This design comes from an exercise in tuning for small area on the open sky130 flow, not from production work. Only simulation tests tie the RTL to the original design; equivalence was not proved. Power figures rest on the tool's default switching activity, not on a simulated workload.

Design mc6809is, start of the top module:
module mc6809is
#(
    parameter ILLEGAL_INSTRUCTIONS="GHOST"
) 
(
    input   CLK,
    input   fallE_en,
    input   fallQ_en,
    input   [7:0]  D,
    output  [7:0]  DOut,
    output  [15:0] ADDR,
    output  RnW,
    output  BS,
    output  BA,
    input   nIRQ,
    input   nFIRQ,
    input   nNMI,
    output  AVMA,
    output  BUSY,
    output  LIC,
    input   nHALT,
    input   nRESET,
    input   nDMABREQ,
    output  [111:0] RegData
);
Size in the first run: roughly 3000 cells after synthesis, roughly 0.021 mm² of cells after synthesis.
clock: 10.0 ns
lec_check: 0
abc_area: 1
cap_margin: 15
core_margin: 2
core_utilization: 35
cts_buf_list: sky130_fd_sc_hd__clkbuf_8 sky130_fd_sc_hd__clkbuf_16
gpl_timing_driven: 0
place_density: 0.5
setup_slack_margin: 0.5
slew_margin: 15
standard.sh (not shown) runs the stock make flow with config.mk's settings and CLKGATE_MAP_FILE= SYNTH_SCRIPT=/design/flow/synth_recipe.tcl, a recipe that flattens the netlist after the stock synthesis.
==> flow/flow/run.sh <==
#!/bin/bash
# The standard layout (standard.sh) with three changes:
#  - synthesis maps the logic with flow/abc_area3.script (see flow/synth.tcl); the rest of the
#    synthesis is the standard flow's own (synth_recipe.tcl), so registers keep their names and cells;
#  - the buffers abc put in are removed at floorplan (REMOVE_ABC_BUFFERS), so the resizer
#    buffers the netlist itself;
#  - every input and output port gets a buf_1 instead of the default clkdlybuf4s50_1.
# All tool output goes to standard.log here and to ORFS's own logs under orfs/logs.
set -euo pipefail
export FLOW_WORK="$PWD"
export FLOW_ABC_SCRIPT="$PWD/flow/abc_area3.script"
export BUFFER_PORTS_ARGS="-buffer_cell sky130_fd_sc_hd__buf_1"
export REMOVE_ABC_BUFFERS=1
bash standard.sh "SYNTH_SCRIPT=$PWD/flow/synth.tcl" finish > standard.log 2>&1
==> flow/flow/abc_area3.script <==
strash
ifraig
dc2
dch -f
amap
strash
dc2
dch -f
amap
strash
dch -f
amap
topo
stime -c
buffer -c
upsize -c
dnsize -c
==> flow/flow/synth.tcl <==
# The standard flow's synthesis script (synth_recipe.tcl, in the work folder), with one change: abc maps the
# logic with flow/abc_area3.script, three rounds of AIG optimisation and area-oriented
# standard-cell mapping (amap), instead of ORFS's abc_area.script. Registers are mapped before
# abc and are untouched by it.
proc abc {args} {
  set i [lsearch -exact $args -script]
  if {$i >= 0} { lset args [expr {$i + 1}] $::env(FLOW_ABC_SCRIPT) }
  yosys abc {*}$args
}
source $::env(FLOW_WORK)/synth_recipe.tcl
Then changed:
==> flow/flow/abc_area3.script (replaced) <==
strash
ifraig
dc2
dch -f
amap
strash
dc2
dch -f
amap
strash
dch -f
amap
topo
stime -c
buffer -c
dnsize -c
- SETUP_SLACK_MARGIN: 0.5 -> 0.8
Clock skew drops by 0.0040 ns. Total power barely changes. Sequential share of layout area drops by 0.30 points. Via count climbs by 3.5%. Cell area climbs by 1.3%.
Then changed:
- CAP_MARGIN: 15 -> 20
- SLEW_MARGIN: 15 -> 20
What happened: The changed run ran to the end with no violations. Routed wire length grows by 0.36%. Hold slack hardly moves. Non-clock buffer count went up by 19.
Then changed:
==> flow/flow/abc_area3.script (replaced) <==
strash
ifraig
dc2
dch -f
amap
strash
dc2
dch -f
amap
strash
dch -f
amap
topo
stime -c
buffer -c
upsize -c
dnsize -c
- CORE_UTILIZATION: 35 -> 30
- CTS_BUF_LIST: sky130_fd_sc_hd__clkbuf_8 sky130_fd_sc_hd__clkbuf_16 -> default
- PLACE_DENSITY: 0.5 -> 0.45
Effect:
- synthesized cell count stays the same
- first-iteration DRC count is lower by about 6.5%
- final area is higher by about 1.5%
- worst setup slack improved by 0.29 ns
- via count is lower by about 5%
- clock power is higher by 11%
- routed wire length is higher by 1.9%
- combinational power is higher by about 3%
- die area is higher by about 18%
Then changed:
- CAP_MARGIN: 20 -> 15
- CTS_BUF_LIST: default -> sky130_fd_sc_hd__clkbuf_8 sky130_fd_sc_hd__clkbuf_16
- SETUP_SLACK_MARGIN: 0.8 -> 0.5
- SLEW_MARGIN: 20 -> 15
Utilization is lower by 0.34 points.
Cell area is lower by 0.94%.
Global-route usage is lower by 0.18 points.
Routed wire length is lower by 0.37%.
Final cell count is lower by 0.33%.
Area after synthesis is unchanged.

re-timing with driven ports:
Ports are ideal in the flow. The routed layouts listed here were re-timed in OpenROAD. Step 1 assumes that a clkbuf_16 drives the clock port and a buf_2 every other input. Step 2 adds t to the input delays and takes it off the output delays; t is the mean of the earliest and latest rising clock arrival at the registers after step 1. Input paths then give back, and output paths get back, about the clock's delay inside the block. a / b / c = ideal ports / drivers / drivers and shift; a / b = the first two.
| run | shift t [ns] | setup WS [ns] | worst hold slack (ns) | worst data-port slew with drivers (ns) | pins driven straight from the clock port |
|---|---|---|---|---|---|
| the first run | 0.585 | 0.414 / 0.454 / -0.131 | 0.398 / 0.398 / 0.398 | 0.04 | 1 |
| the second run | 0.597 | 0.358 / 0.389 / -0.208 | 0.410 / 0.410 / 0.410 | 0.04 | 1 |
| the third run | 0.583 | 0.503 / 0.537 / -0.046 | 0.410 / 0.410 / 0.410 | 0.05 | 1 |
| the fourth run | 0.605 | 0.790 / 0.790 / 0.294 | 0.413 / 0.413 / 0.413 | 0.07 | 1 |
| the fifth run | 0.593 | 0.357 / 0.393 / -0.200 | 0.396 / 0.396 / 0.396 | 0.05 | 1 |
With both steps, setup timing fails in the first run, the second run, the third run and the fifth run, where it was met with ideal ports. For the second run, which loses most, drivers alone change the setup slack by +0.031 ns; drivers and shift together by -0.566 ns.
